This design comes from an exercise in tuning for small area, a short achievable clock period and few clock cycles per item on the open sky130 flow, not from production work.
RTL that was checked went through simulation tests only; none was proved equivalent to the original.
The RTL of run 1 was laid out without a check of its function.

==> flow/design.v (outline; a module is shown in full before it is edited, if it fits) <==
// module lzc: 22 lines
// module gen_lzc: 25 lines
// module lzc_4: 10 lines
// module int_div: 127 lines
// module ks_sub: 36 lines
// module ks_add: 34 lines
// module int_sqrt: 90 lines
// module fp_rnd: 240 lines
// module fp_add_head: 168 lines
// module fp_add_spec: 160 lines
// module fp_add_tail: 141 lines
// module fp_mul_head: 132 lines
// module fp_mul_tail: 173 lines
// module mul24: 1955 lines
// module fp_fma_s2: 290 lines
// module fp_fma_tail: 186 lines
// module fp_fma_add_head: 302 lines
// module fma_addsub: 35 lines
// module fp_div: 225 lines
// module fp_div_tail: 124 lines
// module fp_sqrt: 189 lines
// module fp_i2f: 155 lines
// module fp_f2i: 229 lines
// module fp_cmp: 154 lines
// module fp_classify: 113 lines
// module f2d: 146 lines
// module d2f: 153 lines
// module fp_top: 979 lines
module fp_top
#(
    parameter fp_pkg::fp_format_e  FP_FORMAT   = fp_pkg::FP32,
    parameter fp_pkg::int_format_e INT_FORMAT  = fp_pkg::INT32,
    parameter logic        RISCV_MODE  = 1'b0
)
(
    input clk_i,
    input rst_i,
    input start_i,
    output logic ready_o,
    input [63:0] a_i,
    input [63:0] b_i,
    input [63:0] c_i,
    input fp_pkg::roundmode_e rnd_i,
    input fp_pkg::float_op_e op_i,
    input [1:0] op_modify_i,
    output logic [63:0] result_o,
    output logic valid_o,
    output fp_pkg::status_t flags_o
);
  // ...
==> flow/flow/run.sh <==
#!/bin/bash
set -euo pipefail
bash standard.sh SETUP_SLACK_MARGIN=6.5 finish > flow_make.log 2>&1
==> flow/standard.sh <==
#!/bin/bash
# synth_recipe.tcl (not shown) runs the flow's synth.tcl, then flattens the netlist and writes it again
# the make line also repeats each setting of config.mk as NAME=value (left out here)
make -C /OpenROAD-flow-scripts/flow DESIGN_CONFIG=/design/flow/config.mk WORK_HOME=/design/flow/orfs CLKGATE_MAP_FILE= SYNTH_SCRIPT=/design/flow/synth_recipe.tcl "${@:-finish}"
==> flow/config.mk <==
export PLATFORM = sky130hd
export DESIGN_NAME = fp_top
export DESIGN_NICKNAME = fp_top
export VERILOG_FILES = /design/flow/design.v
export SDC_FILE = /design/flow/constraint.sdc
export NUM_CORES = 8
export LEC_CHECK = 0
export ABC_AREA = 1
export CAP_MARGIN = 20
export CORE_MARGIN = 2
export CORE_UTILIZATION = 40
export SETUP_SLACK_MARGIN = 5
export SLEW_MARGIN = 20
==> flow/constraint.sdc <==
create_clock -name core_clock -period 20.0 [get_ports {clk_i}]
set_input_delay 4.0000 -clock core_clock [delete_from_list [all_inputs] [get_ports {clk_i}]]
set_output_delay 4.0000 -clock core_clock [all_outputs]
set_load 0.01 [all_outputs]
==> flow_summary.json, run 1 <==
{
  "portion_of_synthesized_cell_area_occupied_by_the_leading_cell_type": 0.137,
  "net_count_of_the_mapped_netlist": 19300,
  "count_of_clock_net_buffers_in_the_final_layout": 102,
  "ys_warn_count": 56,
  "dr_total_vias": 129000,
  "timing.max_cap.violations": 0,
  "count_of_unresolved_drc_violations_after_routing": 0,
  "layout.core_utilization": 0.458,
  "top_usage_layer": "met2",
  "wl_met3_mm": 59.8,
  "floorplan.initialDensity": 0.402,
  "ys_seq_area_frac": 0.117,
  "setup-violations-final": 0,
  "post_synth_most_frequent_cells": "sky130_fd_sc_hd__nand2_1 (3995), sky130_fd_sc_hd__inv_1 (2370), sky130_fd_sc_hd__o21ai_0 (1778)",
  "met2WireLength_mm": 226,
  "synth_edf_count": 24,
  "synth_mux_area_frac": 0.00938,
  "post_synth_adder_cell_area": 0.153,
  "final.setup_skew_ns": 0.0533,
  "via_count_of_the_first_global_routing_pass": 116000,
  "tritoncts.num_buffers": 79,
  "gr-usage-met3": 0.0795,
  "detail_route.wl_per_cell_um": 24.8,
  "cts_root_buffer": "sky130_fd_sc_hd__clkbuf_16",
  "floorplan.rows": 191,
  "outcome": "complete, no violations",
  "signal_buffers": 820,
  "multi_in_gates": 13900
}
==> module fp_top, before the edit <==
module fp_top
#(
    parameter fp_pkg::fp_format_e  FP_FORMAT   = fp_pkg::FP32,
    parameter fp_pkg::int_format_e INT_FORMAT  = fp_pkg::INT32,
    parameter logic        RISCV_MODE  = 1'b0
)
(
    input clk_i,
    input rst_i,
    input start_i,
    output logic ready_o,
    input [63:0] a_i,
    input [63:0] b_i,
    input [63:0] c_i,
    input fp_pkg::roundmode_e rnd_i,
    input fp_pkg::float_op_e op_i,
    input [1:0] op_modify_i,
    output logic [63:0] result_o,
    output logic valid_o,
    output fp_pkg::status_t flags_o
);
localparam int unsigned FP_WIDTH   = fp_pkg::fp_width(FP_FORMAT);
localparam int unsigned EXP_WIDTH  = fp_pkg::exp_bits(FP_FORMAT);
localparam int unsigned MANT_WIDTH = fp_pkg::man_bits(FP_FORMAT);
localparam int unsigned INT_WIDTH  = fp_pkg::int_width(INT_FORMAT);
function logic sign(input logic [FP_WIDTH-1:0] val);
    sign = val[FP_WIDTH-1];
endfunction
function logic [EXP_WIDTH-1:0] exp(input logic [FP_WIDTH-1:0] val);
    exp = val[FP_WIDTH-2-:EXP_WIDTH];
endfunction
function logic [MANT_WIDTH-1:0] mant(input logic [FP_WIDTH-1:0] val);
    mant = val[FP_WIDTH-2-EXP_WIDTH:0];
endfunction
function logic is_minus(input logic [FP_WIDTH-1:0] val);
    is_minus = sign(val);
endfunction
function logic is_normal(input logic [FP_WIDTH-1:0] val);
    is_normal = (exp(val) >= 1) && (exp(val) <= (2**EXP_WIDTH-2));
endfunction
function logic is_subnormal(input logic [FP_WIDTH-1:0] val);
    is_subnormal = (exp(val) == 0) && (mant(val) != 0);
endfunction
function logic is_zero(input logic [FP_WIDTH-1:0] val);
    is_zero = val[FP_WIDTH-2:0] == 0;
endfunction
function logic is_inf(input logic [FP_WIDTH-1:0] val);
    is_inf = exp(val) == (2**EXP_WIDTH-1) && mant(val) == 0;
endfunction
function logic is_nan(input logic [FP_WIDTH-1:0] val);
    is_nan = exp(val) == (2**EXP_WIDTH-1) && mant(val) != 0;
endfunction
function logic is_signalling(input logic [FP_WIDTH-1:0] val);
    is_signalling = exp(val) == (2**EXP_WIDTH-1) && mant(val) != 0 && !val[FP_WIDTH-2-EXP_WIDTH];
endfunction
function logic is_quiet(input logic [FP_WIDTH-1:0] val);
    is_quiet = exp(val) == (2**EXP_WIDTH-1) && val[FP_WIDTH-2-EXP_WIDTH];
endfunction
function logic is_canonical(input logic [FP_WIDTH-1:0] val);
    is_canonical = is_finite(val) | is_inf(val) | (exp(val) == (2**EXP_WIDTH-1) && val[FP_WIDTH-2-EXP_WIDTH]);
endfunction
function logic is_finite(input logic [FP_WIDTH-1:0] val);
    is_finite = is_zero(val) | is_subnormal(val) | is_normal(val);
endfunction
function fp_pkg::fp_info_t fp_info(input logic [FP_WIDTH-1:0] val);
    fp_pkg::fp_info_t info;
    info = '0;
    info.is_minus       = is_minus(val);
    info.is_normal      = is_normal(val);
    info.is_subnormal   = is_subnormal(val);
    info.is_zero        = is_zero(val);
    info.is_inf         = is_inf(val);
    info.is_nan         = is_nan(val);
    info.is_signalling  = is_signalling(val);
    info.is_canonical   = is_canonical(val);
    info.is_finite      = is_finite(val);
    info.is_quiet       = is_quiet(val);
    fp_info = info;
endfunction
typedef struct packed {
    logic sign;
    logic [EXP_WIDTH-1:0] exp;
    logic [MANT_WIDTH-1:0] mant;
} fp_encoding_t;
typedef struct packed {
    fp_encoding_t u_result;
    logic [1:0] rs;
    logic round_en;
    logic invalid;
    logic [1:0] exp_cout;
} uround_res_t;
typedef struct packed {
    fp_encoding_t result;
    fp_pkg::status_t flags;
} round_res_t;
typedef struct packed {
    logic sign;
    logic [EXP_WIDTH-1:0] exp;
    logic [2*MANT_WIDTH + 1:0] mant;
} fp_encoding_fma_t;
typedef struct packed {
    fp_encoding_fma_t u_result;
    logic [1:0] rs;
    logic round_en;
    logic invalid;
    logic [1:0] exp_cout;
} uround_res_fma_t;
localparam logic [FP_WIDTH-1:0] QNAN_FP = {1'b0, {EXP_WIDTH{1'b1}}, 1'b1, {MANT_WIDTH-1{1'b0}}};
fp_encoding_t a_decoded;
fp_encoding_t b_decoded;
logic [FP_WIDTH-1:0] a_fp;
logic [FP_WIDTH-1:0] b_fp;
logic [FP_WIDTH-1:0] c_fp;
generate
    if (RISCV_MODE && FP_FORMAT == fp_pkg::FP32) begin : gen_nanbox
        assign a_fp = (a_i[63:32] == 32'hFFFF_FFFF) ? a_i[31:0] : QNAN_FP;
        assign b_fp = (b_i[63:32] == 32'hFFFF_FFFF) ? b_i[31:0] : QNAN_FP;
        assign c_fp = (c_i[63:32] == 32'hFFFF_FFFF) ? c_i[31:0] : QNAN_FP;
    end else begin : gen_no_nanbox
        assign a_fp = a_i[FP_WIDTH-1:0];
        assign b_fp = b_i[FP_WIDTH-1:0];
        assign c_fp = c_i[FP_WIDTH-1:0];
    end
endgenerate
assign a_decoded = a_fp;
assign b_decoded = b_fp;
fp_pkg::fp_info_t a_info;
fp_pkg::fp_info_t b_info;
assign a_info = fp_info(a_fp);
assign b_info = fp_info(b_fp);
logic [INT_WIDTH-1:0] a_int;
logic [31:0] a_fp32;
logic [63:0] a_fp64;
assign a_int = a_i[INT_WIDTH-1:0];
assign a_fp32 = a_i[31:0];
assign a_fp64 = a_i;
logic longop_busy_q;
logic longop_sqrt_q;
fp_pkg::roundmode_e longop_rnd_q;
logic fma_busy_q;
fp_pkg::roundmode_e fma_rnd_q;
logic accept_start;
logic fdv_start;
logic add_start;
logic mul_start;
logic div_start;
logic sqrt_start;
logic i2f_start;
logic f2i_start;
logic cmp_start;
logic class_start;
logic minmax_start;
logic sgnj_start;
logic fma_start;
logic f2f_start;
assign ready_o = ~longop_busy_q & ~fma_busy_q;
assign accept_start = start_i & ready_o;
assign add_start = accept_start & (op_i == fp_pkg::FADD);
assign mul_start = accept_start & (op_i == fp_pkg::FMUL);
assign fdv_start = accept_start & (op_i == fp_pkg::FDIV);
assign div_start = fdv_start & ~op_modify_i[0];
assign sqrt_start = fdv_start & op_modify_i[0];
assign i2f_start = accept_start & (op_i == fp_pkg::I2F);
assign f2i_start = accept_start & (op_i == fp_pkg::F2I);
assign cmp_start = accept_start & (op_i == fp_pkg::FCMP);
assign class_start = accept_start & (op_i == fp_pkg::FCLASS);
assign minmax_start = accept_start & ((op_i == fp_pkg::FMIN) || (op_i == fp_pkg::FMAX));
assign sgnj_start = accept_start & (op_i == fp_pkg::FSGNJ);
assign fma_start = accept_start & (op_i == fp_pkg::FMADD);
assign f2f_start = accept_start & (op_i == fp_pkg::F2F);
logic div_done;
logic sqrt_done;
always_ff @(posedge clk_i or negedge rst_i) begin
    if (!rst_i) begin
        longop_busy_q <= 1'b0;
        longop_sqrt_q <= 1'b0;
        longop_rnd_q <= fp_pkg::RNE;
    end else begin
        if (fdv_start) begin
            longop_busy_q <= 1'b1;
            longop_sqrt_q <= op_modify_i[0];
            longop_rnd_q <= rnd_i;
        end else if ((longop_sqrt_q && sqrt_done) || (~longop_sqrt_q && div_done)) begin
            longop_busy_q <= 1'b0;
        end
    end
end
always_ff @(posedge clk_i or negedge rst_i) begin
    if (!rst_i) begin
        fma_busy_q <= 1'b0;
        fma_rnd_q  <= fp_pkg::RNE;
    end else begin
        if (fma_start) begin
            fma_busy_q <= 1'b1;
            fma_rnd_q  <= rnd_i;
        end else if (fma_done) begin
            fma_busy_q <= 1'b0;
        end
    end
end
logic add_done;
assign add_done = add_start;
logic        add_sign;
logic [28:0] add_urpr_mant;
logic [7:0]  add_urpr_exp;
logic [4:0]  add_shamt;
logic        add_sticky;
fp_add_head #(.FP_FORMAT(FP_FORMAT)) fp_add_head_inst
(
    .a_i(a_fp),
    .b_i(b_fp),
    .sub_i(op_modify_i == 2'b01),
    .rnd_i(rnd_i),
    .sign_o(add_sign),
    .urpr_mant_o(add_urpr_mant),
    .urpr_exp_o(add_urpr_exp),
    .shamt_o(add_shamt),
    .sticky_o(add_sticky)
);
logic        add_sign_q;
logic [28:0] add_urpr_mant_q;
logic [7:0]  add_urpr_exp_q;
logic [4:0]  add_shamt_q;
logic        add_sticky_q;
always_ff @(posedge clk_i) begin
    add_sign_q      <= add_sign;
    add_urpr_mant_q <= add_urpr_mant;
    add_urpr_exp_q  <= add_urpr_exp;
    add_shamt_q     <= add_shamt;
    add_sticky_q    <= add_sticky;
end
logic mul_done;
assign mul_done = mul_start;
logic [FP_WIDTH-1:0] m_a_fp;
assign m_a_fp = {a_fp[FP_WIDTH-1] ^ ((op_i == fp_pkg::FMADD) & op_modify_i[1]), a_fp[FP_WIDTH-2:0]};
logic [47:0] m_prod;
logic [9:0]  m_expa;
logic [9:0]  m_expb;
fp_mul_head #(.FP_FORMAT(FP_FORMAT)) fp_mul_head_inst
(
    .a_i(m_a_fp),
    .b_i(b_fp),
    .prod_o(m_prod),
    .expa_o(m_expa),
    .expb_o(m_expb)
);
logic [47:0] m_prod_q;
logic [9:0]  m_expa_q;
logic [9:0]  m_expb_q;
logic [31:0] m_a_q;
logic [31:0] m_b_q;
logic [31:0] m_c_q;
logic        m_sub_q;
logic        m_mod1_q;
always_ff @(posedge clk_i) begin
    m_mod1_q  <= op_modify_i[1];
    m_prod_q  <= m_prod;
    m_expa_q  <= m_expa;
    m_expb_q  <= m_expb;
    m_a_q     <= m_a_fp;
    m_b_q     <= b_fp;
    m_c_q     <= c_fp;
    m_sub_q   <= op_modify_i[0];
end
uround_res_t mul_urnd_result;
fp_mul_tail #(.FP_FORMAT(FP_FORMAT)) fp_mul_tail_inst
(
    .a_i(m_a_q),
    .b_i(m_b_q),
    .prod_i(m_prod_q),
    .expa_i(m_expa_q),
    .expb_i(m_expb_q),
    .urnd_result_o(mul_urnd_result)
);
logic        f_fsel;
logic [31:0] f_fspec;
logic        f_invalid;
logic        f_msticky;
logic        f_asel_add;
logic        f_asel_sub;
logic [25:0] f_aspec;
logic        f_aspec_sign;
logic [7:0]  f_aspec_exp;
logic        f_around_en;
logic        f_around_only;
logic        f_amul_ovf;
logic        f_amul_uf;
logic        f_asign;
logic [53:0] f_aurpr_mant;
logic [7:0]  f_aurpr_exp;
logic [5:0]  f_ashamt;
logic        f_asticky;
fp_fma_s2 #(.FP_FORMAT(FP_FORMAT)) fp_fma_s2_inst
(
    .prod_i(m_prod_q),
    .expa_i(m_expa_q),
    .expb_i(m_expb_q),
    .a_i(m_a_q),
    .b_i(m_b_q),
    .c_i(m_c_q),
    .sub_i(m_sub_q),
    .rnd_i(fma_rnd_q),
    .fsel_o(f_fsel),
    .fspec_o(f_fspec),
    .invalid_o(f_invalid),
    .msticky_o(f_msticky),
    .asel_add_o(f_asel_add),
    .asel_sub_o(f_asel_sub),
    .aspec_o(f_aspec),
    .aspec_sign_o(f_aspec_sign),
    .aspec_exp_o(f_aspec_exp),
    .around_en_o(f_around_en),
    .around_only_o(f_around_only),
    .amul_ovf_o(f_amul_ovf),
    .amul_uf_o(f_amul_uf),
    .asign_o(f_asign),
    .aurpr_mant_o(f_aurpr_mant),
    .aurpr_exp_o(f_aurpr_exp),
    .ashamt_o(f_ashamt),
    .asticky_o(f_asticky),
    .aexp_in_o()
);
logic        f_msticky_q;
logic        f_asel_add_q;
logic        f_asel_sub_q;
logic [25:0] f_aspec_q;
logic        f_aspec_sign_q;
logic [7:0]  f_aspec_exp_q;
logic        f_around_en_q;
logic        f_around_only_q;
logic        f_amul_ovf_q;
logic        f_amul_uf_q;
logic        f_asign_q;
logic [53:0] f_aurpr_mant_q;
logic [7:0]  f_aurpr_exp_q;
logic [5:0]  f_ashamt_q;
logic        f_asticky_q;
always_ff @(posedge clk_i) begin
    f_msticky_q     <= f_msticky;
    f_asel_add_q    <= f_asel_add;
    f_asel_sub_q    <= f_asel_sub;
    f_aspec_q       <= f_aspec;
    f_aspec_sign_q  <= f_aspec_sign;
    f_aspec_exp_q   <= f_aspec_exp;
    f_around_en_q   <= f_around_en;
    f_around_only_q <= f_around_only;
    f_amul_ovf_q    <= f_amul_ovf;
    f_amul_uf_q     <= f_amul_uf;
    f_asign_q       <= f_asign;
    f_aurpr_mant_q  <= f_aurpr_mant;
    f_aurpr_exp_q   <= f_aurpr_exp;
    f_ashamt_q      <= f_ashamt;
    f_asticky_q     <= f_asticky;
end
logic [23:0] div_x;
logic [23:0] div_y;
uround_res_t div_head;
logic div_by_zero;
logic div_sign;
logic [9:0] div_shift_exp;
fp_div #(.FP_FORMAT(FP_FORMAT)) fp_div_inst
(
    .a_i(a_fp),
    .b_i(b_fp),
    .rnd_i(rnd_i),
    .x_o(div_x),
    .y_o(div_y),
    .q_i('0),
    .sticky_i(1'b0),
    .urnd_result_o(div_head),
    .divide_by_zero(div_by_zero),
    .sign_o(div_sign),
    .shift_exp_o(div_shift_exp)
);
logic [9:0] div_shift_exp_q;
always_ff @(posedge clk_i) begin
    div_shift_exp_q <= div_shift_exp;
end
logic [27:0] div_q;
logic div_sticky;
int_div #(.S(4)) int_div_inst
(
    .clk_i(clk_i),
    .reset_i(rst_i),
    .start_i(div_start),
    .x_i(div_x),
    .y_i(div_y),
    .q_o(div_q),
    .sticky_o(div_sticky),
    .done_o(div_done)
);
uround_res_t div_head_q;
logic div_sign_q;
fp_div #(.FP_FORMAT(FP_FORMAT)) fp_div_spec_inst
(
    .a_i(m_a_q),
    .b_i(m_b_q),
    .rnd_i(rnd_i),
    .x_o(),
    .y_o(),
    .q_i('0),
    .sticky_i(1'b0),
    .urnd_result_o(div_head_q),
    .divide_by_zero(),
    .sign_o(div_sign_q),
    .shift_exp_o()
);
logic [31:0] div_spec_q;
logic div_round_en_q;
logic div_invalid_q;
assign div_spec_q     = div_head_q.u_result;
assign div_round_en_q = div_head_q.round_en;
assign div_invalid_q  = div_head_q.invalid;
uround_res_t div_urnd_result;
fp_div_tail fp_div_tail_inst
(
    .spec_i(div_spec_q),
    .round_en_i(div_round_en_q),
    .invalid_i(div_invalid_q),
    .sign_i(div_sign_q),
    .shift_exp_i(div_shift_exp_q),
    .q_i(div_q),
    .sticky_i(div_sticky),
    .urnd_result_o(div_urnd_result)
);
uround_res_t sqrt_urnd_result;
fp_sqrt #(.FP_FORMAT(FP_FORMAT)) fp_sqrt_inst
(
    .clk_i(clk_i),
    .reset_i(rst_i),
    .a_i(a_fp),
    .start_i(sqrt_start),
    .rnd_i(rnd_i),
    .done_o(sqrt_done),
    .urnd_result_o(sqrt_urnd_result)
);
uround_res_t i2f_urnd_result;
logic i2f_done;
fp_i2f #(.FP_FORMAT(FP_FORMAT), .INT_FORMAT(INT_FORMAT)) fp_i2f_inst
(
    .a_i(a_int),
    .start_i(i2f_start),
    .signed_i(op_modify_i == 2'b01),
    .done_o(i2f_done),
    .urnd_result_o(i2f_urnd_result)
);
logic [INT_WIDTH-1:0] f2i_result;
fp_pkg::status_t f2i_flags;
logic f2i_done;
fp_f2i #(.FP_FORMAT(FP_FORMAT), .INT_FORMAT(INT_FORMAT)) fp_f2i_inst
(
    .a_i(a_fp),
    .signed_i(op_modify_i == 2'b01),
    .start_i(f2i_start),
    .rnd_i(rnd_i),
    .result_o(f2i_result),
    .flags_o(f2i_flags),
    .done_o(f2i_done)
);
logic cmp_lt;
logic cmp_le;
logic cmp_eq;
fp_pkg::status_t cmp_flags;
logic cmp_done;
fp_cmp #(.FP_FORMAT(FP_FORMAT)) fp_cmp_inst
(
    .a_i(a_fp),
    .b_i(b_fp),
    .start_i(cmp_start),
    .eq_en_i(op_modify_i == 2'b01),
    .lt_o(cmp_lt),
    .le_o(cmp_le),
    .eq_o(cmp_eq),
    .done_o(cmp_done),
    .flags_o(cmp_flags)
);
fp_pkg::classmask_e class_mask;
logic class_done;
fp_classify #(.FP_FORMAT(FP_FORMAT)) fp_classify_inst
(
    .a_i(a_fp),
    .start_i(class_start),
    .class_o(class_mask),
    .done_o(class_done)
);
logic fma_done;
always_ff @(posedge clk_i or negedge rst_i) begin
    if (!rst_i)
        fma_done <= 1'b0;
    else
        fma_done <= fma_start;
end
uround_res_t f2f_urnd_result;
logic [FP_WIDTH-1:0] f2f_direct_result;
fp_pkg::status_t f2f_direct_flags;
logic f2f_done;
logic f2f_need_rnd;
round_res_t f2d_rnd_result;
uround_res_t d2f_urnd_result;
generate
    if (FP_FORMAT == fp_pkg::FP64) begin : gen_f2d
        f2d f2d_inst
        (
            .a_i(a_fp32),
            .rnd_result_o(f2d_rnd_result)
        );
        assign f2f_done = f2f_start;
        assign f2f_need_rnd = 1'b0;
        assign f2f_direct_result = f2d_rnd_result.result;
        assign f2f_direct_flags = f2d_rnd_result.flags;
        assign f2f_urnd_result = '0;
    end else if (FP_FORMAT == fp_pkg::FP32) begin : gen_d2f
        d2f d2f_inst
        (
            .a_i(a_fp64),
            .urnd_result_o(d2f_urnd_result)
        );
        assign f2f_done = f2f_start;
        assign f2f_need_rnd = 1'b1;
        assign f2f_urnd_result = d2f_urnd_result;
        assign f2f_direct_result = '0;
        assign f2f_direct_flags = '0;
    end else begin : gen_no_f2f
        assign f2f_done = 1'b0;
        assign f2f_need_rnd = 1'b0;
        assign f2f_urnd_result = '0;
        assign f2f_direct_result = '0;
        assign f2f_direct_flags = '0;
    end
endgenerate
logic [FP_WIDTH-1:0] minmax_result;
fp_pkg::status_t minmax_flags;
logic minmax_done;
assign minmax_done = minmax_start;
always_comb begin
    minmax_flags = '0;
    minmax_flags.NV = a_info.is_signalling | b_info.is_signalling;
    if (a_info.is_nan || b_info.is_nan) begin
        if (RISCV_MODE && a_info.is_nan && !b_info.is_nan)
            minmax_result = b_fp;
        else if (RISCV_MODE && b_info.is_nan && !a_info.is_nan)
            minmax_result = a_fp;
        else
            minmax_result = QNAN_FP;
    end else if (a_info.is_zero && b_info.is_zero) begin
        minmax_result = '0;
        if (op_i == fp_pkg::FMIN) begin
            minmax_result[FP_WIDTH-1] = a_decoded.sign | b_decoded.sign;
        end else begin
            minmax_result[FP_WIDTH-1] = a_decoded.sign & b_decoded.sign;
        end
    end else if (op_i == fp_pkg::FMIN) begin
        minmax_result = cmp_lt ? a_fp : b_fp;
    end else begin
        minmax_result = cmp_lt ? b_fp : a_fp;
    end
end
logic [FP_WIDTH-1:0] sgnj_result;
fp_pkg::status_t sgnj_flags;
logic sgnj_done;
assign sgnj_done = sgnj_start;
always_comb begin
    sgnj_flags = '0;
    sgnj_result = a_fp;
    case (op_modify_i)
        2'b00: sgnj_result[FP_WIDTH-1] = b_decoded.sign;
        2'b01: sgnj_result[FP_WIDTH-1] = ~b_decoded.sign;
        2'b10: sgnj_result[FP_WIDTH-1] = a_decoded.sign ^ b_decoded.sign;
        default: sgnj_result[FP_WIDTH-1] = b_decoded.sign;
    endcase
end
logic [63:0] f2i_result_fp;
logic signed [63:0] f2i_result_signed_ext;
logic [63:0] f2i_result_unsigned_ext;
assign f2i_result_signed_ext = $signed(f2i_result);
assign f2i_result_unsigned_ext = f2i_result;
assign f2i_result_fp = op_modify_i[0] ? f2i_result_signed_ext : f2i_result_unsigned_ext;
logic cmp_bit;
always_comb begin
    case (op_modify_i)
        2'b00: cmp_bit = cmp_le;
        2'b01: cmp_bit = cmp_eq;
        default: cmp_bit = cmp_lt;
    endcase
end
logic [63:0] cmp_result_fp;
assign cmp_result_fp = {{63{1'b0}}, cmp_bit};
logic [63:0] class_result_fp;
assign class_result_fp = {{54{1'b0}}, class_mask};
fp_pkg::float_op_e op_sel;
logic fdv_sqrt_sel;
fp_pkg::roundmode_e rnd_sel;
assign op_sel = longop_busy_q ? fp_pkg::FDIV : (fma_busy_q ? fp_pkg::FMADD : op_i);
assign fdv_sqrt_sel = longop_busy_q ? longop_sqrt_q : op_modify_i[0];
uround_res_t urnd_sel;
logic [63:0] direct_result_sel;
fp_pkg::status_t direct_flags_sel;
logic done_sel;
logic need_rnd_sel;
logic dz_sel;
always_comb begin
    urnd_sel = '0;
    direct_result_sel = '0;
    direct_flags_sel = '0;
    done_sel = 1'b0;
    need_rnd_sel = 1'b0;
    dz_sel = 1'b0;
    rnd_sel = rnd_i;
    case (op_sel)
        fp_pkg::FADD: begin
            done_sel = add_done;
            need_rnd_sel = 1'b1;
        end
        fp_pkg::FMUL: begin
            done_sel = mul_done;
            need_rnd_sel = 1'b1;
        end
        fp_pkg::FDIV: begin
            urnd_sel = fdv_sqrt_sel ? sqrt_urnd_result : div_urnd_result;
            done_sel = fdv_sqrt_sel ? sqrt_done : div_done;
            need_rnd_sel = 1'b1;
            dz_sel = (~fdv_sqrt_sel) & div_by_zero;
            rnd_sel = longop_busy_q ? longop_rnd_q : rnd_i;
        end
        fp_pkg::I2F: begin
            urnd_sel = i2f_urnd_result;
            done_sel = i2f_done;
            need_rnd_sel = 1'b1;
        end
        fp_pkg::FMADD: begin
            done_sel = fma_done;
            need_rnd_sel = 1'b1;
            rnd_sel = fma_busy_q ? fma_rnd_q : rnd_i;
        end
        fp_pkg::F2F: begin
            done_sel = f2f_done;
            need_rnd_sel = f2f_need_rnd;
            if (f2f_need_rnd) begin
                urnd_sel = f2f_urnd_result;
            end else begin
                direct_result_sel = {{(64-FP_WIDTH){1'b0}}, f2f_direct_result};
                direct_flags_sel = f2f_direct_flags;
            end
        end
        fp_pkg::F2I: begin
            done_sel = f2i_done;
            direct_result_sel = f2i_result_fp;
            direct_flags_sel = f2i_flags;
        end
        fp_pkg::FCMP: begin
            done_sel = cmp_done;
            direct_result_sel = cmp_result_fp;
            direct_flags_sel = cmp_flags;
        end
        fp_pkg::FCLASS: begin
            done_sel = class_done;
            direct_result_sel = class_result_fp;
            direct_flags_sel = '0;
        end
        fp_pkg::FMIN, fp_pkg::FMAX: begin
            done_sel = minmax_done;
            direct_result_sel = {{(64-FP_WIDTH){1'b0}}, minmax_result};
            direct_flags_sel = minmax_flags;
        end
        fp_pkg::FSGNJ: begin
            done_sel = sgnj_done;
            direct_result_sel = {{(64-FP_WIDTH){1'b0}}, sgnj_result};
            direct_flags_sel = sgnj_flags;
        end
        default: begin
            done_sel = 1'b0;
        end
    endcase
end
uround_res_t urnd_q;
logic [63:0] direct_result_q;
fp_pkg::status_t direct_flags_q;
logic done_q;
fp_pkg::float_op_e op_q;
logic need_rnd_q;
logic dz_q;
fp_pkg::roundmode_e rnd_q;
always_ff @(posedge clk_i or negedge rst_i) begin
    if (!rst_i)
        done_q <= 1'b0;
    else
        done_q <= done_sel;
end
always_ff @(posedge clk_i) begin
    urnd_q <= urnd_sel;
    direct_result_q <= direct_result_sel;
    direct_flags_q <= direct_flags_sel;
    op_q <= op_sel;
    need_rnd_q <= need_rnd_sel;
    dz_q <= dz_sel;
    rnd_q <= rnd_sel;
end
logic        f_fsel_q;
logic [31:0] f_fspec_q;
logic        f_invalid_q;
fp_fma_s2 #(.FP_FORMAT(FP_FORMAT)) fp_fma_spec_inst
(
    .prod_i(m_prod_q),
    .expa_i(m_expa_q),
    .expb_i(m_expb_q),
    .a_i(m_a_q),
    .b_i(m_b_q),
    .c_i(m_c_q),
    .sub_i(m_sub_q),
    .rnd_i(fma_rnd_q),
    .fsel_o(f_fsel_q),
    .fspec_o(f_fspec_q),
    .invalid_o(f_invalid_q),
    .msticky_o(),
    .asel_add_o(),
    .asel_sub_o(),
    .aspec_o(),
    .aspec_sign_o(),
    .aspec_exp_o(),
    .around_en_o(),
    .around_only_o(),
    .amul_ovf_o(),
    .amul_uf_o(),
    .asign_o(),
    .aurpr_mant_o(),
    .aurpr_exp_o(),
    .ashamt_o(),
    .asticky_o(),
    .aexp_in_o()
);
uround_res_t fma_urnd_result;
logic round_only_q;
logic mul_ovf_q;
logic mul_uf_q;
logic mul_uround_out_q;
logic fma_round_only;
logic fma_mul_ovf;
logic fma_mul_uf;
logic fma_mul_uround_out;
fp_fma_tail #(.FP_FORMAT(FP_FORMAT)) fp_fma_tail_inst
(
    .fsel_i(f_fsel_q),
    .fspec_i(f_fspec_q),
    .invalid_i(f_invalid_q),
    .msticky_i(f_msticky_q),
    .asel_add_i(f_asel_add_q),
    .asel_sub_i(f_asel_sub_q),
    .aspec_i(f_aspec_q),
    .aspec_sign_i(f_aspec_sign_q),
    .aspec_exp_i(f_aspec_exp_q),
    .around_en_i(f_around_en_q),
    .around_only_i(f_around_only_q),
    .amul_ovf_i(f_amul_ovf_q),
    .amul_uf_i(f_amul_uf_q),
    .asign_i(f_asign_q),
    .aurpr_mant_i(f_aurpr_mant_q),
    .aurpr_exp_i(f_aurpr_exp_q),
    .ashamt_i(f_ashamt_q),
    .asticky_i(f_asticky_q),
    .rnd_i(rnd_q),
    .round_only(fma_round_only),
    .mul_ovf(fma_mul_ovf),
    .mul_uf(fma_mul_uf),
    .mul_uround_out(fma_mul_uround_out),
    .urnd_result_o(fma_urnd_result)
);
logic [31:0] add_spec_q;
logic [1:0]  add_sel_q;
logic        add_invalid_q;
fp_add_spec #(.FP_FORMAT(FP_FORMAT)) fp_add_spec_inst
(
    .a_i(m_a_q),
    .b_i(m_b_q),
    .sub_i(m_sub_q),
    .rnd_i(rnd_q),
    .spec_o(add_spec_q),
    .sel_o(add_sel_q),
    .invalid_o(add_invalid_q)
);
uround_res_t add_urnd_result;
fp_add_tail #(.FP_FORMAT(FP_FORMAT)) fp_add_tail_inst
(
    .spec_i(add_spec_q),
    .sel_i(add_sel_q),
    .sign_i(add_sign_q),
    .urpr_mant_i(add_urpr_mant_q),
    .urpr_exp_i(add_urpr_exp_q),
    .shamt_i(add_shamt_q),
    .sticky_i(add_sticky_q),
    .invalid_i(add_invalid_q),
    .urnd_result_o(add_urnd_result)
);
uround_res_t urnd_o;
always_comb begin
    urnd_o = urnd_q;
    round_only_q = 1'b0;
    mul_ovf_q = 1'b0;
    mul_uf_q = 1'b0;
    mul_uround_out_q = 1'b0;
    case (op_q)
        fp_pkg::FADD: urnd_o = add_urnd_result;
        fp_pkg::FMUL: urnd_o = mul_urnd_result;
        fp_pkg::FDIV: if (!longop_sqrt_q) urnd_o = div_urnd_result;
        fp_pkg::FMADD: begin
            urnd_o = fma_urnd_result;
            round_only_q = fma_round_only;
            mul_ovf_q = fma_mul_ovf;
            mul_uf_q = fma_mul_uf;
            mul_uround_out_q = fma_mul_uround_out;
        end
        default: ;
    endcase
end
round_res_t rnd_result;
fp_rnd #(.FP_FORMAT(FP_FORMAT)) fp_rnd_inst
(
    .urnd_result_i(urnd_o),
    .rnd_i(rnd_q),
    .round_only(round_only_q),
    .mul_ovf(mul_ovf_q),
    .rnd_result_o(rnd_result)
);
logic [1:0] r_mod;
assign r_mod = {m_mod1_q, m_sub_q};
fp_encoding_t r_a_decoded;
fp_encoding_t r_b_decoded;
fp_pkg::fp_info_t r_a_info;
fp_pkg::fp_info_t r_b_info;
assign r_a_decoded = m_a_q;
assign r_b_decoded = m_b_q;
assign r_a_info = fp_info(m_a_q);
assign r_b_info = fp_info(m_b_q);
logic [INT_WIDTH-1:0] r_f2i_result;
fp_pkg::status_t r_f2i_flags;
fp_f2i #(.FP_FORMAT(FP_FORMAT), .INT_FORMAT(INT_FORMAT)) fp_f2i_r_inst
(
    .a_i(m_a_q),
    .signed_i(r_mod == 2'b01),
    .start_i(1'b1),
    .rnd_i(rnd_q),
    .result_o(r_f2i_result),
    .flags_o(r_f2i_flags),
    .done_o()
);
logic r_cmp_lt;
logic r_cmp_le;
logic r_cmp_eq;
fp_pkg::status_t r_cmp_flags;
fp_cmp #(.FP_FORMAT(FP_FORMAT)) fp_cmp_r_inst
(
    .a_i(m_a_q),
    .b_i(m_b_q),
    .start_i(1'b1),
    .eq_en_i(r_mod == 2'b01),
    .lt_o(r_cmp_lt),
    .le_o(r_cmp_le),
    .eq_o(r_cmp_eq),
    .done_o(),
    .flags_o(r_cmp_flags)
);
fp_pkg::classmask_e r_class_mask;
fp_classify #(.FP_FORMAT(FP_FORMAT)) fp_classify_r_inst
(
    .a_i(m_a_q),
    .start_i(1'b1),
    .class_o(r_class_mask),
    .done_o()
);
logic [FP_WIDTH-1:0] r_minmax_result;
fp_pkg::status_t r_minmax_flags;
always_comb begin
    r_minmax_flags = '0;
    r_minmax_flags.NV = r_a_info.is_signalling | r_b_info.is_signalling;
    if (r_a_info.is_nan || r_b_info.is_nan) begin
        if (RISCV_MODE && r_a_info.is_nan && !r_b_info.is_nan)
            r_minmax_result = m_b_q;
        else if (RISCV_MODE && r_b_info.is_nan && !r_a_info.is_nan)
            r_minmax_result = m_a_q;
        else
            r_minmax_result = QNAN_FP;
    end else if (r_a_info.is_zero && r_b_info.is_zero) begin
        r_minmax_result = '0;
        if (op_q == fp_pkg::FMIN) begin
            r_minmax_result[FP_WIDTH-1] = r_a_decoded.sign | r_b_decoded.sign;
        end else begin
            r_minmax_result[FP_WIDTH-1] = r_a_decoded.sign & r_b_decoded.sign;
        end
    end else if (op_q == fp_pkg::FMIN) begin
        r_minmax_result = r_cmp_lt ? m_a_q : m_b_q;
    end else begin
        r_minmax_result = r_cmp_lt ? m_b_q : m_a_q;
    end
end
logic [FP_WIDTH-1:0] r_sgnj_result;
always_comb begin
    r_sgnj_result = m_a_q;
    case (r_mod)
        2'b00: r_sgnj_result[FP_WIDTH-1] = r_b_decoded.sign;
        2'b01: r_sgnj_result[FP_WIDTH-1] = ~r_b_decoded.sign;
        2'b10: r_sgnj_result[FP_WIDTH-1] = r_a_decoded.sign ^ r_b_decoded.sign;
        default: r_sgnj_result[FP_WIDTH-1] = r_b_decoded.sign;
    endcase
end
logic r_cmp_bit;
always_comb begin
    case (r_mod)
        2'b00: r_cmp_bit = r_cmp_le;
        2'b01: r_cmp_bit = r_cmp_eq;
        default: r_cmp_bit = r_cmp_lt;
    endcase
end
logic signed [63:0] r_f2i_signed_ext;
assign r_f2i_signed_ext = $signed(r_f2i_result);
logic [63:0] direct_result_r;
fp_pkg::status_t direct_flags_r;
always_comb begin
    direct_result_r = '0;
    direct_flags_r = '0;
    case (op_q)
        fp_pkg::F2I: begin
            direct_result_r = r_mod[0] ? r_f2i_signed_ext : {{(64-INT_WIDTH){1'b0}}, r_f2i_result};
            direct_flags_r = r_f2i_flags;
        end
        fp_pkg::FCMP: begin
            direct_result_r = {63'b0, r_cmp_bit};
            direct_flags_r = r_cmp_flags;
        end
        fp_pkg::FCLASS: begin
            direct_result_r = {54'b0, r_class_mask};
        end
        fp_pkg::FMIN, fp_pkg::FMAX: begin
            direct_result_r = {{(64-FP_WIDTH){1'b0}}, r_minmax_result};
            direct_flags_r = r_minmax_flags;
        end
        fp_pkg::FSGNJ: begin
            direct_result_r = {{(64-FP_WIDTH){1'b0}}, r_sgnj_result};
        end
        default: ;
    endcase
end
logic fma_uf_fix;
logic fma_uf_fix1;
assign fma_uf_fix = (rnd_result.result.exp == '0) & (|urnd_o.rs);
assign fma_uf_fix1 = (urnd_o.u_result.exp == '0) &
                     (rnd_result.result.exp == {{EXP_WIDTH-1{1'b0}}, 1'b1}) &
                     mul_uround_out_q;
logic result_is_fp;
fp_pkg::fp_info_t raw_fp_info;
assign result_is_fp = need_rnd_q
                    | (op_q == fp_pkg::FMIN) | (op_q == fp_pkg::FMAX)
                    | (op_q == fp_pkg::FSGNJ)
                    | (op_q == fp_pkg::F2F);
logic [FP_WIDTH-1:0] raw_fp_result;
assign raw_fp_result = need_rnd_q ? rnd_result.result
                                  : direct_result_r[FP_WIDTH-1:0];
always_comb begin
    result_o = '0;
    flags_o = '0;
    valid_o = done_q;
    if (need_rnd_q) begin
        result_o = {{(64-FP_WIDTH){1'b0}}, rnd_result.result};
        flags_o = rnd_result.flags;
    end else begin
        result_o = direct_result_r;
        flags_o = direct_flags_r;
    end
    if (need_rnd_q && (op_q == fp_pkg::FMADD)) begin
        flags_o.NV = rnd_result.flags.NV;
        flags_o.DZ = rnd_result.flags.DZ;
        flags_o.OF = rnd_result.flags.OF | mul_ovf_q;
        flags_o.UF = mul_uf_q ? (fma_uf_fix | fma_uf_fix1) : rnd_result.flags.UF;
        flags_o.NX = mul_uf_q ? (|urnd_o.rs) : (rnd_result.flags.NX | mul_ovf_q);
    end
    flags_o.DZ = flags_o.DZ | dz_q;
    raw_fp_info = fp_info(raw_fp_result);
    if (RISCV_MODE && result_is_fp && raw_fp_info.is_nan)
        result_o = {{(64-FP_WIDTH){1'b0}}, QNAN_FP};
end
endmodule
==> inputs of run 2 (changes only) <==
--- a/flow/design.v
+++ b/flow/design.v
@@ -6024,7 +6024,5 @@
 logic [31:0] m_c_q;
 logic        m_sub_q;
-logic        m_mod1_q;
 always_ff @(posedge clk_i) begin
-    m_mod1_q  <= op_modify_i[1];
     m_prod_q  <= m_prod;
     m_expa_q  <= m_expa;
@@ -6593,122 +6591,4 @@
     .rnd_result_o(rnd_result)
 );
-logic [1:0] r_mod;
-assign r_mod = {m_mod1_q, m_sub_q};
-fp_encoding_t r_a_decoded;
-fp_encoding_t r_b_decoded;
-fp_pkg::fp_info_t r_a_info;
-fp_pkg::fp_info_t r_b_info;
-assign r_a_decoded = m_a_q;
-assign r_b_decoded = m_b_q;
-assign r_a_info = fp_info(m_a_q);
-assign r_b_info = fp_info(m_b_q);
-logic [INT_WIDTH-1:0] r_f2i_result;
-fp_pkg::status_t r_f2i_flags;
-fp_f2i #(.FP_FORMAT(FP_FORMAT), .INT_FORMAT(INT_FORMAT)) fp_f2i_r_inst
-(
-    .a_i(m_a_q),
-    .signed_i(r_mod == 2'b01),
-    .start_i(1'b1),
-    .rnd_i(rnd_q),
-    .result_o(r_f2i_result),
-    .flags_o(r_f2i_flags),
-    .done_o()
-);
-logic r_cmp_lt;
-logic r_cmp_le;
-logic r_cmp_eq;
-fp_pkg::status_t r_cmp_flags;
-fp_cmp #(.FP_FORMAT(FP_FORMAT)) fp_cmp_r_inst
-(
-    .a_i(m_a_q),
-    .b_i(m_b_q),
-    .start_i(1'b1),
-    .eq_en_i(r_mod == 2'b01),
-    .lt_o(r_cmp_lt),
-    .le_o(r_cmp_le),
-    .eq_o(r_cmp_eq),
-    .done_o(),
-    .flags_o(r_cmp_flags)
-);
-fp_pkg::classmask_e r_class_mask;
-fp_classify #(.FP_FORMAT(FP_FORMAT)) fp_classify_r_inst
-(
-    .a_i(m_a_q),
-    .start_i(1'b1),
-    .class_o(r_class_mask),
-    .done_o()
-);
-logic [FP_WIDTH-1:0] r_minmax_result;
-fp_pkg::status_t r_minmax_flags;
-always_comb begin
-    r_minmax_flags = '0;
-    r_minmax_flags.NV = r_a_info.is_signalling | r_b_info.is_signalling;
-    if (r_a_info.is_nan || r_b_info.is_nan) begin
-        if (RISCV_MODE && r_a_info.is_nan && !r_b_info.is_nan)
-            r_minmax_result = m_b_q;
-        else if (RISCV_MODE && r_b_info.is_nan && !r_a_info.is_nan)
-            r_minmax_result = m_a_q;
-        else
-            r_minmax_result = QNAN_FP;
-    end else if (r_a_info.is_zero && r_b_info.is_zero) begin
-        r_minmax_result = '0;
-        if (op_q == fp_pkg::FMIN) begin
-            r_minmax_result[FP_WIDTH-1] = r_a_decoded.sign | r_b_decoded.sign;
-        end else begin
-            r_minmax_result[FP_WIDTH-1] = r_a_decoded.sign & r_b_decoded.sign;
-        end
-    end else if (op_q == fp_pkg::FMIN) begin
-        r_minmax_result = r_cmp_lt ? m_a_q : m_b_q;
-    end else begin
-        r_minmax_result = r_cmp_lt ? m_b_q : m_a_q;
-    end
-end
-logic [FP_WIDTH-1:0] r_sgnj_result;
-always_comb begin
-    r_sgnj_result = m_a_q;
-    case (r_mod)
-        2'b00: r_sgnj_result[FP_WIDTH-1] = r_b_decoded.sign;
-        2'b01: r_sgnj_result[FP_WIDTH-1] = ~r_b_decoded.sign;
-        2'b10: r_sgnj_result[FP_WIDTH-1] = r_a_decoded.sign ^ r_b_decoded.sign;
-        default: r_sgnj_result[FP_WIDTH-1] = r_b_decoded.sign;
-    endcase
-end
-logic r_cmp_bit;
-always_comb begin
-    case (r_mod)
-        2'b00: r_cmp_bit = r_cmp_le;
-        2'b01: r_cmp_bit = r_cmp_eq;
-        default: r_cmp_bit = r_cmp_lt;
-    endcase
-end
-logic signed [63:0] r_f2i_signed_ext;
-assign r_f2i_signed_ext = $signed(r_f2i_result);
-logic [63:0] direct_result_r;
-fp_pkg::status_t direct_flags_r;
-always_comb begin
-    direct_result_r = '0;
-    direct_flags_r = '0;
-    case (op_q)
-        fp_pkg::F2I: begin
-            direct_result_r = r_mod[0] ? r_f2i_signed_ext : {{(64-INT_WIDTH){1'b0}}, r_f2i_result};
-            direct_flags_r = r_f2i_flags;
-        end
-        fp_pkg::FCMP: begin
-            direct_result_r = {63'b0, r_cmp_bit};
-            direct_flags_r = r_cmp_flags;
-        end
-        fp_pkg::FCLASS: begin
-            direct_result_r = {54'b0, r_class_mask};
-        end
-        fp_pkg::FMIN, fp_pkg::FMAX: begin
-            direct_result_r = {{(64-FP_WIDTH){1'b0}}, r_minmax_result};
-            direct_flags_r = r_minmax_flags;
-        end
-        fp_pkg::FSGNJ: begin
-            direct_result_r = {{(64-FP_WIDTH){1'b0}}, r_sgnj_result};
-        end
-        default: ;
-    endcase
-end
 logic fma_uf_fix;
 logic fma_uf_fix1;
@@ -6725,5 +6605,5 @@
 logic [FP_WIDTH-1:0] raw_fp_result;
 assign raw_fp_result = need_rnd_q ? rnd_result.result
-                                  : direct_result_r[FP_WIDTH-1:0];
+                                  : direct_result_q[FP_WIDTH-1:0];
 always_comb begin
     result_o = '0;
@@ -6734,6 +6614,6 @@
         flags_o = rnd_result.flags;
     end else begin
-        result_o = direct_result_r;
-        flags_o = direct_flags_r;
+        result_o = direct_result_q;
+        flags_o = direct_flags_q;
     end
     if (need_rnd_q && (op_q == fp_pkg::FMADD)) begin
==> flow/run.sh (new file) <==
#!/bin/bash
# synth_recipe.tcl (not shown) runs the flow's synth.tcl, then flattens the netlist and writes it again
# the make line also repeats each setting of config.mk as NAME=value (left out here)
make -C /OpenROAD-flow-scripts/flow DESIGN_CONFIG=/design/flow/config.mk WORK_HOME=/design/flow/orfs CLKGATE_MAP_FILE= SYNTH_SCRIPT=/design/flow/synth_recipe.tcl finish
--- a/flow/config.mk
+++ b/flow/config.mk
@@ -6,5 +6,4 @@
 export NUM_CORES = 8
 export LEC_CHECK = 0
-export ABC_AREA = 1
 export CAP_MARGIN = 20
 export CORE_MARGIN = 2
removed: flow/flow/run.sh
removed: flow/standard.sh
==> run 2 against run 1 <==
Net effect: critical path type unchanged; highest routed layer unchanged; critical path depth decreased by 7; still clean on timing, DRC and antenna; utilization decreased by 0.71 points.
==> flow_summary.json, run 2 <==
{
  "r2r_setup_slack_ns": 5.20,
  "outcome": "complete, no violations",
  "post-synth-top-area-cell": "sky130_fd_sc_hd__dfxtp_1",
  "cp_data_required_time_ns": 16.00,
  "slowest_delay_ns": 0.92,
  "rr_worst_depth": 51,
  "post_synth_main_area_contributors": "sky130_fd_sc_hd__dfxtp_1 (11%), sky130_fd_sc_hd__ha_1 (8.1%), sky130_fd_sc_hd__fa_1 (7.1%)",
  "grt_setup_unrepaired": "yes",
  "floorplan.initialDensity": 0.403,
  "worst_path_fanout_max": 25,
  "mostFrequentLayoutCells": "sky130_fd_sc_hd__nand2_1 (1564), sky130_fd_sc_hd__nor2_1 (1407), sky130_fd_sc_hd__a21oi_1 (1166), sky130_fd_sc_hd__inv_1 (987), sky130_fd_sc_hd__o21ai_0 (837)",
  "cts_tree": "built",
  "detail_route.wl_per_cell_um": 29.9,
  "final_layout_size_suffix_gt1_frac": 0.109,
  "slew_headroom": 0.134,
  "globalRouteOverflowTotal": 0,
  "finalSetupTns_ns": 0,
  "pin_count_of_the_biggest_net_entering_global_routing": 70,
  "synth_top_family_by_area": "compound AO/OA/AOI/OAI gates",
  "synth_edf_count": 24,
  "asyncSetResetFlopFracSynth": 0.0290,
  "synth_mux_area_frac": 0.0900,
  "worst_r2r_endpoint": "f_ashamt_q[4]",
  "clkSinkCount": 655,
  "via_count_of_the_first_global_routing_pass": 109000,
  "hold_depth": 0,
  "ys_warn_count": 56,
  "hold_viol": 0,
  "timing.max_cap.violations": 0,
  "detailed_route_wire_length_mm": 551,
  "path_buf_inv": 2,
  "ys_seq_area_frac": 0.125,
  "insertion_delay_ns": 0.76,
  "most_common_cell_after_layout_fill_and_taps_aside": "sky130_fd_sc_hd__nand2_1",
  "net_count_of_the_mapped_netlist": 16200,
  "portion_of_synthesized_cell_area_occupied_by_the_leading_cell_type": 0.113,
  "register_with_the_highest_flop_count": "f_aurpr_mant_q",
  "worst_r2r_startpoint": "m_b_q[9]",
  "critPathKind": "flip-flop to output port",
  "critical_path.slowest_cell": "sky130_fd_sc_hd__nor4_1",
  "hold_path_class": "flip-flop to flip-flop",
  "place.detailed.hpwl_mm": 416,
  "die_width_um": 524,
  "synthesized_instance_count": 14900,
  "antenna_violating_nets_post_route": 0,
  "drtPass1Iterations": 9,
  "cts_root_buffer": "sky130_fd_sc_hd__clkbuf_16",
  "synthSimpleGateAreaFrac": 0.204,
  "syn_avg_cell_area_um2": 7.24,
  "largestRegisters": "f_aurpr_mant_q: 53 flops, m_prod_q: 48 flops, urnd_q: 38 flops",
  "max_slew.worst_pin.slew_ns": 1.29,
  "post_synth_most_frequent_cells": "sky130_fd_sc_hd__nand2_1 (1580), sky130_fd_sc_hd__nor2_1 (1435), sky130_fd_sc_hd__a21oi_1 (1200)",
  "final_cell_count_no_fill": 18400,
  "clk_pin_slew_worst_paths_ns": 0.06,
  "dieArea_um2": 274000,
  "synthDistinctLibCells": 135,
  "worst-endpoint-arrival_ns": 10.83,
  "final_nets": 16100,
  "setup-violations-final": 0,
  "clock_tree.htree_level_count": 3,
  "io_buffer_count": 210,
  "floorplan.rows": 190,
  "min_from": "int_div_inst.n_q[21]",
  "post_synth_adder_cell_area": 0.152,
  "synthesized_area_fraction_occupied_by_xor_and_xnor_cells": 0.0747,
  "tritoncts.num_buffers": 83,
  "layout.core_utilization": 0.451,
  "slew_violations": 0,
  "dp_cells": 18100,
  "drt_first_iter_violations": 17200,
  "die_height_um": 524,
  "clockBufferDepth": 3,
  "family_with_the_most_delay_on_the_worst_path": "simple AND/OR/NAND/NOR gates",
  "count_of_unresolved_drc_violations_after_routing": 0,
  "grt_pass1_wl_mm": 783,
  "worst_path_most_repeated_cell": "sky130_fd_sc_hd__nor2_1",
  "antenna_violations_before_repair": 52,
  "dr_total_vias": 120000,
  "synth.ff_latch_count": 655,
  "compound_cell_area_share_of_the_yosys_netlist": 0.278,
  "gpl.final_weighted_congestion": 1.05,
  "design.core.area_um2": 268000,
  "setup.worst_path.start_class": "flip-flop",
  "final.setup_skew_ns": 0.0565,
  "synthMostInstantiatedCell": "sky130_fd_sc_hd__nand2_1",
  "track_usage": 0.383,
  "finalWorstSetupSlack_ns": 5.17,
  "hold_ws_ns": 0.353,
  "setup.worst_path.end_class": "output port",
  "pre_cts_ws_ns": 2.33,
  "number_of_flip_flops_under_the_largest_register_name": 53,
  "hold_path_end": "int_div_inst.n_q[29]",
  "syn2layout_area_growth_pct": 12.1,
  "vias_per_cell": 6.52,
  "final_min_period_over_clock_period": 0.742,
  "ios": 275,
  "min_period_ns": 14.83,
  "synth_top_flop_cell": "sky130_fd_sc_hd__dfxtp_1",
  "netlist_area_um2": 108000,
  "maxClockFrequency_mhz": 67.4
}
-- run 2: cell types whose count changed in the layout (fill, tap and decap cells not counted), moves of 262 or more --
| cell | before | now |
|---|---|---|
| sky130_fd_sc_hd__mux2i_1 | 98 | 543 |
| sky130_fd_sc_hd__a22oi_1 | 56 | 368 |
| sky130_fd_sc_hd__xor2_1 | 644 | 305 |
| sky130_fd_sc_hd__o21ai_0 | 1629 | 837 |
| sky130_fd_sc_hd__inv_1 | 2290 | 987 |
| sky130_fd_sc_hd__xnor2_1 | 133 | 560 |
| sky130_fd_sc_hd__nand2_1 | 3915 | 1564 |
| sky130_fd_sc_hd__nand3_1 | 1229 | 322 |
| sky130_fd_sc_hd__a21oi_1 | 904 | 1166 |
-- run 2: worst max-delay path by stage --
stage                               from                                end  slack (ns)  cells past startpoint
global route                      a_i[0]  fp_sqrt_inst.int_sqrt_inst.r_q[2]        4.91                     50
detailed placement                a_i[1]  fp_sqrt_inst.int_sqrt_inst.r_q[2]        2.33                     47
finish                         m_a_q[16]                         flags_o[1]        5.17                     33
CTS                 int_div_inst.s_q[21]                       result_o[30]        5.01                     43
global placement                 a_i[10]  fp_sqrt_inst.int_sqrt_inst.r_q[2]        1.93                     46
floorplan                        a_i[23]  fp_sqrt_inst.int_sqrt_inst.r_q[5]        5.22                     47
-- run 2: kinds of logic (layout without fill, tap and decap cells) --
logic type,after synthesis,count (layout)
muxes,812,812
buffers and inverters,2121,2051
adders and majority gates,1083,1083
other,0,34
DFF,655,655
AOI/OAI and AO/OA,4552,4556
xor gates and xnor gates,911,911
and+or+nand+nor,4785,4795
-- run 2: layout make-up --
| cell class | instances | area, um2 |
|---|---|---|
| fillers | 27700 | 147000 |
| multi-input cells | 12200 | 88800 |
| flip-flops and latches | 655 | 13500 |
| repair buffers | 859 | 7330 |
| well taps | 3552 | 4440 |
| inverters | 1040 | 3960 |
| clock buffers | 96 | 2200 |
| clock inverters | 56 | 702 |
| diodes | 34 | 85.1 |
-- run 2: stage by stage --
| stage | instance area [um2] |
|---|---|
| 2_1_floorplan | 108000 |
| 3_3_place_gp | 115000 |
| 3_5_place_dp | 115000 |
| 4_1_cts | 119000 |
| 5_1_grt | 121000 |
| 6_report | 121000 |
-- run 2: routing by layer --
metal  global-route usage  part of all wire
met5                    0           0.00051
met4                0.226             0.074
met3               0.0833              0.11
met2                0.559              0.41
met1                0.516              0.40
-- run 2: what timing repair did --
action	4_1_cts	5_1_grt
setup endpoints to repair	150	126
pin swaps	27	53
gates cloned	10	9
hold buffers	0	0
gates resized for setup	183	270
buffers inserted	41	106
Testbench counts of run 2, summed over its fixed seeds: cycles 35,466, ops 24,000.

## afterwards: timing with drivers on the ports
The results above use ideal ports. As a check the final layouts listed here were re-extracted and re-timed, cells and wires unchanged. Step 1 assumes that a clkbuf_16 drives the clock port and a buf_2 every other input. Step 2 moves the port delays by t, midway between the first and last clock arrival at a register: inputs arrive t later, outputs are due t later. That takes back most of the time a late clock gives input paths. a / b / c = ideal / step 1 / step 2; a / b = the first two.
| run | shift t [ns] | setup slack, ns | worst setup path at the end | latest minus earliest clock arrival (ns) |
|---|---|---|---|---|
| run 1 | 0.831 | 6.443 / 6.346 / 6.094 | input to register | 0.053 / 0.054 |
| run 2 | 0.820 | 5.166 / 5.079 / 4.592 | input to register | 0.057 / 0.058 |
After both steps setup and hold are still met in every run listed. The setup slack of run 2, which loses most, moves by -0.087 ns with the drivers and by -0.574 ns with both steps.
